Source: an optimization exercise on an open RTL-to-GDS flow (aim: small area, a short achievable clock period and few clock cycles per item). Production flows keep margins and buffers that such runs may drop. In this exercise RTL edits were held to simulation tests only and were not proved equivalent to the original.

==> inputs of job 4251 <==
## proc
module proc
#(
    parameter ID = 1
)
(
    input clk,
    input res,
    input         instr_gnt,
    input         instr_r_valid,
    input  [31:0] instr_read,
    output        instr_req,
    output [31:0] instr_addr,
    input         data_gnt,
    input         data_r_valid,
    input  [31:0] data_read,
    output        data_req,
    output        data_write_enable,
    output [3:0]  data_be,
    output [31:0] data_addr,
    output [31:0] data_write
);
export LEC_CHECK = 0
export CAP_MARGIN = 20
export CORE_MARGIN = 2
export CORE_UTILIZATION = 40
export SLEW_MARGIN = 20
create_clock -name core_clock -period 20.0 [get_ports {clk}]
standard.sh (not shown) runs the stock make flow with config.mk's settings and CLKGATE_MAP_FILE= SYNTH_SCRIPT=/design/flow/synth_recipe.tcl, a recipe that flattens the netlist after the stock synthesis.
==> flow/flow/run.sh <==
#!/bin/bash
# Standard ORFS layout, with the resizer's setup repair aiming for extra slack
# (the clock and the constraints are the design's own); the design repair
# keeps more headroom below the max-capacitance and max-slew limits.
set -euo pipefail
bash standard.sh SETUP_SLACK_MARGIN=15 CAP_MARGIN=35 SLEW_MARGIN=35 finish > standard_flow.log 2>&1
==> job 2343: changes against job 4251 <==
--- a/flow/design.v
+++ b/flow/design.v
@@ -123,13 +123,13 @@
     reg         e_valid, e_we, e_load, e_store, e_mul, e_br, e_jal, e_jalr, e_sub;
     reg         e_fwa, e_fwb, e_fws, e_link, e_csr_lo, e_csr_hi, e_pt;
     reg  [2:0]  e_f3;
     reg  [3:0]  e_alu;         
     reg         e_sra;
     reg  [4:0]  e_rd;
-    reg  [31:0] e_a, e_b, e_s, e_c;
+    reg  [31:0] e_a, e_b, e_s;
     reg         m_valid, m_we, m_load, m_two, m_got;
     reg  [1:0]  m_need;        
     reg  [4:0]  m_rd;
     reg  [31:0] m_res;         
     reg  [2:0]  m_lt;
     reg  [1:0]  m_off;
@@ -184,34 +184,36 @@
     wire is_sys   = (opc == 5'b11100);
     wire is_mul   = is_op & inst[25];
     wire use_rs1 = is_op | is_opimm | is_load | is_store | is_br | is_jalr;
     wire use_rs2 = is_op | is_br | is_store;
     wire d_we    = (rd != 5'd0) & (is_op | is_opimm | is_lui | is_auipc | is_jal |
                                    is_jalr | is_load | (is_sys & (f3 != 3'd0)));
+    wire [31:0] sel1 = (32'd1 << rs1) & {rfv, 1'b0};
+    wire [31:0] sel2 = (32'd1 << rs2) & {rfv, 1'b0};
+    reg  [31:0] rf1, rf2;
+    integer k;
+    always @* begin
+        rf1 = 32'd0;
+        rf2 = 32'd0;
+        for (k = 1; k < 32; k = k + 1) begin
+            rf1 = rf1 | ({32{sel1[k]}} & rq[k]);
+            rf2 = rf2 | ({32{sel2[k]}} & rq[k]);
+        end
+    end
     wire e_fw  = e_valid & e_we & ~e_load;
     wire m_fw  = m_valid & m_we & ~m_load;
     wire w_fw  = w_valid & w_we & ~w_load;
     wire x_fw  = x_valid & x_we;
     wire fwe1  = e_fw && e_rd == rs1;
     wire fwe2  = e_fw && e_rd == rs2;
-    wire m1 = m_fw && m_rd == rs1, w1 = w_fw && w_rd == rs1, x1 = x_fw && x_rd == rs1;
-    wire m2 = m_fw && m_rd == rs2, w2 = w_fw && w_rd == rs2, x2 = x_fw && x_rd == rs2;
-    wire f1m = m1, f1w = ~m1 & w1, f1x = ~m1 & ~w1 & x1, f1r = ~m1 & ~w1 & ~x1;
-    wire f2m = m2, f2w = ~m2 & w2, f2x = ~m2 & ~w2 & x2, f2r = ~m2 & ~w2 & ~x2;
-    wire [31:0] sel1 = (32'd1 << rs1) & {rfv, 1'b0} & {32{f1r}};
-    wire [31:0] sel2 = (32'd1 << rs2) & {rfv, 1'b0} & {32{f2r}};
-    reg  [31:0] rs1v, rs2v;
-    integer k;
-    always @* begin
-        rs1v = ({32{f1m}} & m_res) | ({32{f1w}} & w_res) | ({32{f1x}} & wb_data);
-        rs2v = ({32{f2m}} & m_res) | ({32{f2w}} & w_res) | ({32{f2x}} & wb_data);
-        for (k = 1; k < 32; k = k + 1) begin
-            rs1v = rs1v | ({32{sel1[k]}} & rq[k]);
-            rs2v = rs2v | ({32{sel2[k]}} & rq[k]);
-        end
-    end
+    wire [31:0] rs1v = (m_fw && m_rd == rs1) ? m_res :
+                       (w_fw && w_rd == rs1) ? w_res :
+                       (x_fw && x_rd == rs1) ? wb_data : rf1;
+    wire [31:0] rs2v = (m_fw && m_rd == rs2) ? m_res :
+                       (w_fw && w_rd == rs2) ? w_res :
+                       (x_fw && x_rd == rs2) ? wb_data : rf2;
     wire e_ld = e_valid & e_load & e_we;
     wire m_ld = m_valid & m_load & m_we;
     wire w_ld = w_valid & w_load & w_we;
     wire x_ld = x_valid & x_load & x_we & (x_need != 2'd0);
     wire hz1  = (e_ld && e_rd == rs1) | (m_ld && m_rd == rs1) |
                 (w_ld && w_rd == rs1) | (x_ld && x_rd == rs1);
@@ -225,24 +227,20 @@
     wire [31:0] imm_j = {{11{inst[31]}}, inst[31], inst[19:12], inst[20], inst[30:21], 1'b0};
     wire [29:0] pc_inc = pc_d + 30'd1;
     assign      d_tgt  = pc_d + (is_jal ? imm_j[31:2] : imm_b[31:2]);
     wire        pt_d   = is_jal | (is_br & inst[31]);
     wire        pred_d = btb_v & (pc_d == btb_pc);
     assign      d_next = pt_d ? d_tgt : pc_inc;
-    wire        a_rs = ~(is_lui | is_auipc | is_jal | is_sys);
-    wire        a_pc = is_auipc | is_jal;
-    wire        a_id = is_sys & (inst[31:20] == 12'hF14);
-    wire [31:0] d_a  = ({32{a_rs}} & rs1v) | ({32{a_pc}} & {pc_d, 2'b00}) |
-                       ({32{a_id}} & ID);
-    wire        b_rs = is_op | is_br;
-    wire [31:0] b_im = (is_lui | is_auipc) ? imm_u : is_jal ? 32'd4 : is_store ? imm_s : imm_i;
-    wire [31:0] d_b  = ({32{b_rs}} & rs2v) | ({32{~b_rs & ~is_sys}} & b_im);
-    wire        s_rs = ~(is_br | is_jalr | is_mul);
-    wire [31:0] s_ot = (is_br & ~pt_d) ? {d_tgt, 2'b00} :
-                       (is_br | is_jalr) ? {pc_inc, 2'b00} : 32'd0;
-    wire [31:0] d_s  = ({32{s_rs}} & rs2v) | s_ot;
+    wire [31:0] d_a = is_lui ? 32'd0 : (is_auipc | is_jal) ? {pc_d, 2'b00} : rs1v;
+    wire [31:0] d_b = (is_op | is_br) ? rs2v :
+                      (is_lui | is_auipc) ? imm_u :
+                      is_jal ? 32'd4 :
+                      is_store ? imm_s : imm_i;
+    wire [31:0] d_s = (is_br & ~pt_d) ? {d_tgt, 2'b00} :
+                      (is_br | is_jalr) ? {pc_inc, 2'b00} :
+                      is_mul ? 32'd0 : rs2v;
     wire [3:0]  d_alu = (is_op | is_opimm) & ~is_mul ? {1'b0, f3} : 4'd0;
     wire        d_sub = is_br | ((is_op | is_opimm) & (f3 == 3'b010 | f3 == 3'b011)) |
                         (is_op & inst[30] & (f3 == 3'b000));
     wire e_free;
     assign d_adv = d_valid & ~hazard & e_free;
     assign d_redirect = d_adv & pt_d & ~pred_d;
@@ -250,14 +248,13 @@
         if (res)
             e_valid <= 1'b0;
         else if (e_free)
             e_valid <= d_adv & ~e_redirect;
     end
     wire mul_step;
-    wire [31:0] a, b, mul_s, mul_c;
-    reg  [2:0]  mcnt;
+    wire [31:0] a, b, mul_sum;
     always @(posedge clk) begin
         if (e_free) begin
             e_we     <= d_we;
             e_load   <= is_load;
             e_store  <= is_store;
             e_mul    <= is_mul;
@@ -273,28 +270,23 @@
             e_fwb    <= (is_op | is_br) & fwe2;
             e_fws    <= is_store & fwe2;
             e_link   <= is_jalr;
             e_pt     <= pt_d;
             e_csr_lo <= is_sys & (inst[31:20] == 12'hC02);
             e_csr_hi <= is_sys & (inst[31:20] == 12'hC82);
-            e_a      <= d_a;
-            e_b      <= d_b;
+            e_a      <= is_sys ? ((inst[31:20] == 12'hF14) ? ID : 32'd0) : d_a;
+            e_b      <= is_sys ? 32'd0 : d_b;
             e_s      <= d_s;
-            e_c      <= 32'd0;
         end else begin
             e_fwa    <= 1'b0;
             e_fwb    <= 1'b0;
             e_fws    <= 1'b0;
-            if (mul_step & ~e_fwa & ~e_fwb & (mcnt == 3'd3)) begin
-                e_a  <= mul_s;
-                e_b  <= mul_c;
-            end else if (mul_step & ~e_fwa & ~e_fwb) begin
+            if (mul_step & ~e_fwa & ~e_fwb) begin
                 e_a  <= e_a << 8;
                 e_b  <= e_b >> 8;
-                e_s  <= mul_s;
-                e_c  <= mul_c;
+                e_s  <= mul_sum;
             end else begin
                 e_a  <= a;
                 e_b  <= b;
                 e_s  <= sv;
             end
         end
@@ -350,12 +342,13 @@
             inc_q   <= 1'b0;
         end else begin
             instret <= instret_n;
             inc_q   <= e_adv;
         end
     end
+    reg  [1:0]  mcnt;
     function [63:0] csa;       
         input [31:0] x, y, z;
         begin
             csa[31:0]  = x ^ y ^ z;
             csa[63:32] = {((x[30:0] & y[30:0]) | (x[30:0] & z[30:0]) | (y[30:0] & z[30:0])), 1'b0};
         end
@@ -370,32 +363,31 @@
     wire [31:0] pp7 = e_b[7] ? e_a << 7 : 32'd0;
     wire [63:0] l1a = csa(pp0, pp1, pp2);
     wire [63:0] l1b = csa(pp3, pp4, pp5);
     wire [63:0] l1c = csa(pp6, pp7, e_s);
     wire [63:0] l2a = csa(l1a[31:0], l1a[63:32], l1b[31:0]);
     wire [63:0] l2b = csa(l1b[63:32], l1c[31:0], l1c[63:32]);
-    wire [63:0] l3  = csa(l2a[31:0], l2a[63:32], e_c);
-    wire [63:0] l4  = csa(l3[31:0], l3[63:32], l2b[31:0]);
-    wire [63:0] l5  = csa(l4[31:0], l4[63:32], l2b[63:32]);
-    assign mul_s = l5[31:0];
-    assign mul_c = l5[63:32];
-    wire mul_last = (mcnt == 3'd4);
+    wire [63:0] l3  = csa(l2a[31:0], l2a[63:32], l2b[31:0]);
+    wire [63:0] l4  = csa(l3[31:0], l3[63:32], l2b[63:32]);
+    assign mul_sum = l4[31:0] + l4[63:32];
+    wire mul_last = (mcnt == 2'd3) & ~e_fwa & ~e_fwb;
     assign mul_step = e_valid & e_mul & ~mul_last;
     wire m_free;
     wire   n_full;
     assign e_adv   = e_valid & ~mul_step & m_free & ~(n_full & (e_load | e_store));
     assign e_free  = ~e_valid | e_adv;
     always @(posedge clk) begin
         if (res)
-            mcnt <= 3'd0;
+            mcnt <= 2'd0;
         else if (e_adv)
-            mcnt <= 3'd0;
+            mcnt <= 2'd0;
         else if (mul_step & ~e_fwa & ~e_fwb)
-            mcnt <= mcnt + 3'd1;
+            mcnt <= mcnt + 2'd1;
     end
     wire [31:0] e_res = e_link   ? sv :
+                        e_mul    ? mul_sum :
                         e_csr_lo ? instret_n[31:0] :
                         e_csr_hi ? instret_n[63:32] : alu_res;
     assign e_redirect = e_adv & (e_jalr | (e_br & (br_taken ^ e_pt)));
     assign e_target   = e_jalr ? sum[31:2] : e_s[31:2];
     wire [1:0] off   = sum[1:0];
     wire [3:0] msk   = (e_f3[1:0] == 2'b00) ? 4'b0001 : (e_f3[1:0] == 2'b01) ? 4'b0011 : 4'b1111;
@@ -422,31 +414,39 @@
     wire e_req     = e_adv & (e_load | e_store);
     wire b_part2   = b_v & data_gnt & (b_behi != 4'd0);
     wire b_free_nx = ~b_v | (data_gnt & (b_behi == 4'd0));
     wire n_to_b    = n_v & b_free_nx;
     wire e_to_b    = e_req & b_free_nx & ~n_v;
     wire e_to_n    = e_req & ~b_free_nx;
-    wire b_keep    = ~n_to_b & ~e_to_b;
     always @(posedge clk) begin
         if (res) begin
             b_v <= 1'b0;
             n_v <= 1'b0;
         end else begin
             b_v <= n_to_b | e_to_b | (b_v & ~b_free_nx);
             n_v <= e_to_n | (n_v & ~b_free_nx);
         end
     end
     always @(posedge clk) begin
-        b_we    <= (n_to_b & n_we) | (e_to_b & e_store) | (b_keep & b_we);
-        b_addr  <= ({30{n_to_b}} & n_addr) | ({30{e_to_b}} & sum[31:2]) |
-                   ({30{b_keep}} & (b_addr + {29'd0, b_part2}));
-        b_be    <= ({4{n_to_b}} & n_be) | ({4{e_to_b}} & be8[3:0]) |
-                   ({4{b_keep}} & (b_part2 ? b_behi : b_be));
-        b_behi  <= ({4{n_to_b}} & n_behi) | ({4{e_to_b}} & be8[7:4]) |
-                   ({4{b_keep & ~b_part2}} & b_behi);
-        b_wdata <= ({32{n_to_b}} & n_wdata) | ({32{e_to_b}} & st_rot) | ({32{b_keep}} & b_wdata);
+        if (n_to_b) begin
+            b_we    <= n_we;
+            b_addr  <= n_addr;
+            b_be    <= n_be;
+            b_behi  <= n_behi;
+            b_wdata <= n_wdata;
+        end else if (e_to_b) begin
+            b_we    <= e_store;
+            b_addr  <= sum[31:2];
+            b_be    <= be8[3:0];
+            b_behi  <= be8[7:4];
+            b_wdata <= st_rot;
+        end else if (b_part2) begin
+            b_addr  <= b_addr + 30'd1;
+            b_be    <= b_behi;
+            b_behi  <= 4'd0;
+        end
         if (~n_v) begin
             n_we    <= e_store;
             n_addr  <= sum[31:2];
             n_be    <= be8[3:0];
             n_behi  <= be8[7:4];
             n_wdata <= st_rot;
==> flow/flow/run.sh (replaced) <==
#!/bin/bash
# Standard ORFS layout, with the resizer's setup repair aiming for extra slack
# (the clock and the constraints are the design's own).
set -euo pipefail
bash standard.sh SETUP_SLACK_MARGIN=15 finish > standard_flow.log 2>&1
==> job 5519: changes against job 4251 <==
--- a/flow/design.v
+++ b/flow/design.v
@@ -184,34 +184,36 @@
     wire is_sys   = (opc == 5'b11100);
     wire is_mul   = is_op & inst[25];
     wire use_rs1 = is_op | is_opimm | is_load | is_store | is_br | is_jalr;
     wire use_rs2 = is_op | is_br | is_store;
     wire d_we    = (rd != 5'd0) & (is_op | is_opimm | is_lui | is_auipc | is_jal |
                                    is_jalr | is_load | (is_sys & (f3 != 3'd0)));
+    wire [31:0] sel1 = (32'd1 << rs1) & {rfv, 1'b0};
+    wire [31:0] sel2 = (32'd1 << rs2) & {rfv, 1'b0};
+    reg  [31:0] rf1, rf2;
+    integer k;
+    always @* begin
+        rf1 = 32'd0;
+        rf2 = 32'd0;
+        for (k = 1; k < 32; k = k + 1) begin
+            rf1 = rf1 | ({32{sel1[k]}} & rq[k]);
+            rf2 = rf2 | ({32{sel2[k]}} & rq[k]);
+        end
+    end
     wire e_fw  = e_valid & e_we & ~e_load;
     wire m_fw  = m_valid & m_we & ~m_load;
     wire w_fw  = w_valid & w_we & ~w_load;
     wire x_fw  = x_valid & x_we;
     wire fwe1  = e_fw && e_rd == rs1;
     wire fwe2  = e_fw && e_rd == rs2;
-    wire m1 = m_fw && m_rd == rs1, w1 = w_fw && w_rd == rs1, x1 = x_fw && x_rd == rs1;
-    wire m2 = m_fw && m_rd == rs2, w2 = w_fw && w_rd == rs2, x2 = x_fw && x_rd == rs2;
-    wire f1m = m1, f1w = ~m1 & w1, f1x = ~m1 & ~w1 & x1, f1r = ~m1 & ~w1 & ~x1;
-    wire f2m = m2, f2w = ~m2 & w2, f2x = ~m2 & ~w2 & x2, f2r = ~m2 & ~w2 & ~x2;
-    wire [31:0] sel1 = (32'd1 << rs1) & {rfv, 1'b0} & {32{f1r}};
-    wire [31:0] sel2 = (32'd1 << rs2) & {rfv, 1'b0} & {32{f2r}};
-    reg  [31:0] rs1v, rs2v;
-    integer k;
-    always @* begin
-        rs1v = ({32{f1m}} & m_res) | ({32{f1w}} & w_res) | ({32{f1x}} & wb_data);
-        rs2v = ({32{f2m}} & m_res) | ({32{f2w}} & w_res) | ({32{f2x}} & wb_data);
-        for (k = 1; k < 32; k = k + 1) begin
-            rs1v = rs1v | ({32{sel1[k]}} & rq[k]);
-            rs2v = rs2v | ({32{sel2[k]}} & rq[k]);
-        end
-    end
+    wire [31:0] rs1v = (m_fw && m_rd == rs1) ? m_res :
+                       (w_fw && w_rd == rs1) ? w_res :
+                       (x_fw && x_rd == rs1) ? wb_data : rf1;
+    wire [31:0] rs2v = (m_fw && m_rd == rs2) ? m_res :
+                       (w_fw && w_rd == rs2) ? w_res :
+                       (x_fw && x_rd == rs2) ? wb_data : rf2;
     wire e_ld = e_valid & e_load & e_we;
     wire m_ld = m_valid & m_load & m_we;
     wire w_ld = w_valid & w_load & w_we;
     wire x_ld = x_valid & x_load & x_we & (x_need != 2'd0);
     wire hz1  = (e_ld && e_rd == rs1) | (m_ld && m_rd == rs1) |
                 (w_ld && w_rd == rs1) | (x_ld && x_rd == rs1);
@@ -225,24 +227,20 @@
     wire [31:0] imm_j = {{11{inst[31]}}, inst[31], inst[19:12], inst[20], inst[30:21], 1'b0};
     wire [29:0] pc_inc = pc_d + 30'd1;
     assign      d_tgt  = pc_d + (is_jal ? imm_j[31:2] : imm_b[31:2]);
     wire        pt_d   = is_jal | (is_br & inst[31]);
     wire        pred_d = btb_v & (pc_d == btb_pc);
     assign      d_next = pt_d ? d_tgt : pc_inc;
-    wire        a_rs = ~(is_lui | is_auipc | is_jal | is_sys);
-    wire        a_pc = is_auipc | is_jal;
-    wire        a_id = is_sys & (inst[31:20] == 12'hF14);
-    wire [31:0] d_a  = ({32{a_rs}} & rs1v) | ({32{a_pc}} & {pc_d, 2'b00}) |
-                       ({32{a_id}} & ID);
-    wire        b_rs = is_op | is_br;
-    wire [31:0] b_im = (is_lui | is_auipc) ? imm_u : is_jal ? 32'd4 : is_store ? imm_s : imm_i;
-    wire [31:0] d_b  = ({32{b_rs}} & rs2v) | ({32{~b_rs & ~is_sys}} & b_im);
-    wire        s_rs = ~(is_br | is_jalr | is_mul);
-    wire [31:0] s_ot = (is_br & ~pt_d) ? {d_tgt, 2'b00} :
-                       (is_br | is_jalr) ? {pc_inc, 2'b00} : 32'd0;
-    wire [31:0] d_s  = ({32{s_rs}} & rs2v) | s_ot;
+    wire [31:0] d_a = is_lui ? 32'd0 : (is_auipc | is_jal) ? {pc_d, 2'b00} : rs1v;
+    wire [31:0] d_b = (is_op | is_br) ? rs2v :
+                      (is_lui | is_auipc) ? imm_u :
+                      is_jal ? 32'd4 :
+                      is_store ? imm_s : imm_i;
+    wire [31:0] d_s = (is_br & ~pt_d) ? {d_tgt, 2'b00} :
+                      (is_br | is_jalr) ? {pc_inc, 2'b00} :
+                      is_mul ? 32'd0 : rs2v;
     wire [3:0]  d_alu = (is_op | is_opimm) & ~is_mul ? {1'b0, f3} : 4'd0;
     wire        d_sub = is_br | ((is_op | is_opimm) & (f3 == 3'b010 | f3 == 3'b011)) |
                         (is_op & inst[30] & (f3 == 3'b000));
     wire e_free;
     assign d_adv = d_valid & ~hazard & e_free;
     assign d_redirect = d_adv & pt_d & ~pred_d;
@@ -273,14 +271,14 @@
             e_fwb    <= (is_op | is_br) & fwe2;
             e_fws    <= is_store & fwe2;
             e_link   <= is_jalr;
             e_pt     <= pt_d;
             e_csr_lo <= is_sys & (inst[31:20] == 12'hC02);
             e_csr_hi <= is_sys & (inst[31:20] == 12'hC82);
-            e_a      <= d_a;
-            e_b      <= d_b;
+            e_a      <= is_sys ? ((inst[31:20] == 12'hF14) ? ID : 32'd0) : d_a;
+            e_b      <= is_sys ? 32'd0 : d_b;
             e_s      <= d_s;
             e_c      <= 32'd0;
         end else begin
             e_fwa    <= 1'b0;
             e_fwb    <= 1'b0;
             e_fws    <= 1'b0;
==> flow/flow/run.sh (replaced) <==
#!/bin/bash
# Standard ORFS layout. Up to clock tree synthesis the resizer's setup repair
# aims for extra slack; after global routing it aims for less, so that it only
# fixes what routing broke (the clock and the constraints are the design's own).
set -euo pipefail
bash standard.sh SETUP_SLACK_MARGIN=15 cts > flow_to_cts.log 2>&1
bash standard.sh SETUP_SLACK_MARGIN=12 finish > flow_finish.log 2>&1
==> results.toml <==
[status]
status = "finished clean"

[setup_path]
crit_family = "flip-flops"
cp_slowest_cell = "dfxtp_4"

[layout]
antenna_cells = 30
nMultiInputCombCells = 6171
drive_gt1_frac = 0.193

[global_routing]
grt_max_degree = 67

[timing]
hold_ws_ps = 432
-- figures above: job 4251

==> results.toml <==
[setup_path]
crit_family = "flip-flops"

[flow_run]
maxCapViolations = 1

[global_routing]
grt_max_degree = 82

[layout]
drive_gt1_frac = 0.185

[status]
status = "finished with violations"
so.violations = "max-capacitance violations"

[timing]
hold_ws_ps = 472
-- figures above: job 2343

==> results.toml <==
[global_routing]
grt_max_degree = 88
overflow = 0

[timing]
hold_ws_ps = 432

[status]
status = "finished clean"

[layout]
nMultiInputCombCells = 6631
antenna_cells = 107

[setup_path]
cp_slowest_cell = "mux2i_1"

[drt]
first_iter_violations = 19795
-- figures above: job 5519

Testbench counts of job 4251, summed over its fixed seeds: cycles 45,377, instructions 33,484.
Testbench counts of job 2343, summed over its fixed seeds: cycles 45,012, instructions 33,484.
Testbench counts of job 5519, summed over its fixed seeds: cycles 45,377, instructions 33,484.

[re-timing with driven ports]
Ports are ideal in the flow. The routed layouts listed here were re-timed in OpenROAD.
Step 1 (the two cells are an assumption about what drives the block):
set clk [get_ports {clk}]
set_driving_cell -lib_cell sky130_fd_sc_hd__clkbuf_16 $clk
set_driving_cell -lib_cell sky130_fd_sc_hd__buf_2 [delete_from_list [all_inputs] $clk]
Step 2 times the ports against the registers' clock, not the clock port: input delays grow and output delays shrink by t, the midpoint of the rising clock arrivals with the driver on.
Three values: ideal ports, drivers, drivers and shift; two values: the first two.
| run | t (ns) | setup WS [ns] | latest minus earliest clock arrival (ns) | slew at the worst register clock pin (ns) | worst data-port slew with drivers (ns) |
|---|---|---|---|---|---|
| job 4251 | 1.006 | 14.599 / 14.504 / 14.021 | 0.054 / 0.054 | 0.07 / 0.07 | 0.17 |
| job 2343 | 0.953 | 14.430 / 14.335 / 13.992 | 0.064 / 0.065 | 0.07 / 0.07 | 0.21 |
| job 5519 | 0.964 | 14.004 / 14.004 / 13.974 | 0.079 / 0.079 | 0.07 / 0.07 | 0.07 |
The setup slack of job 4251, which loses most, moves by -0.095 ns with the drivers and by -0.578 ns with both steps.
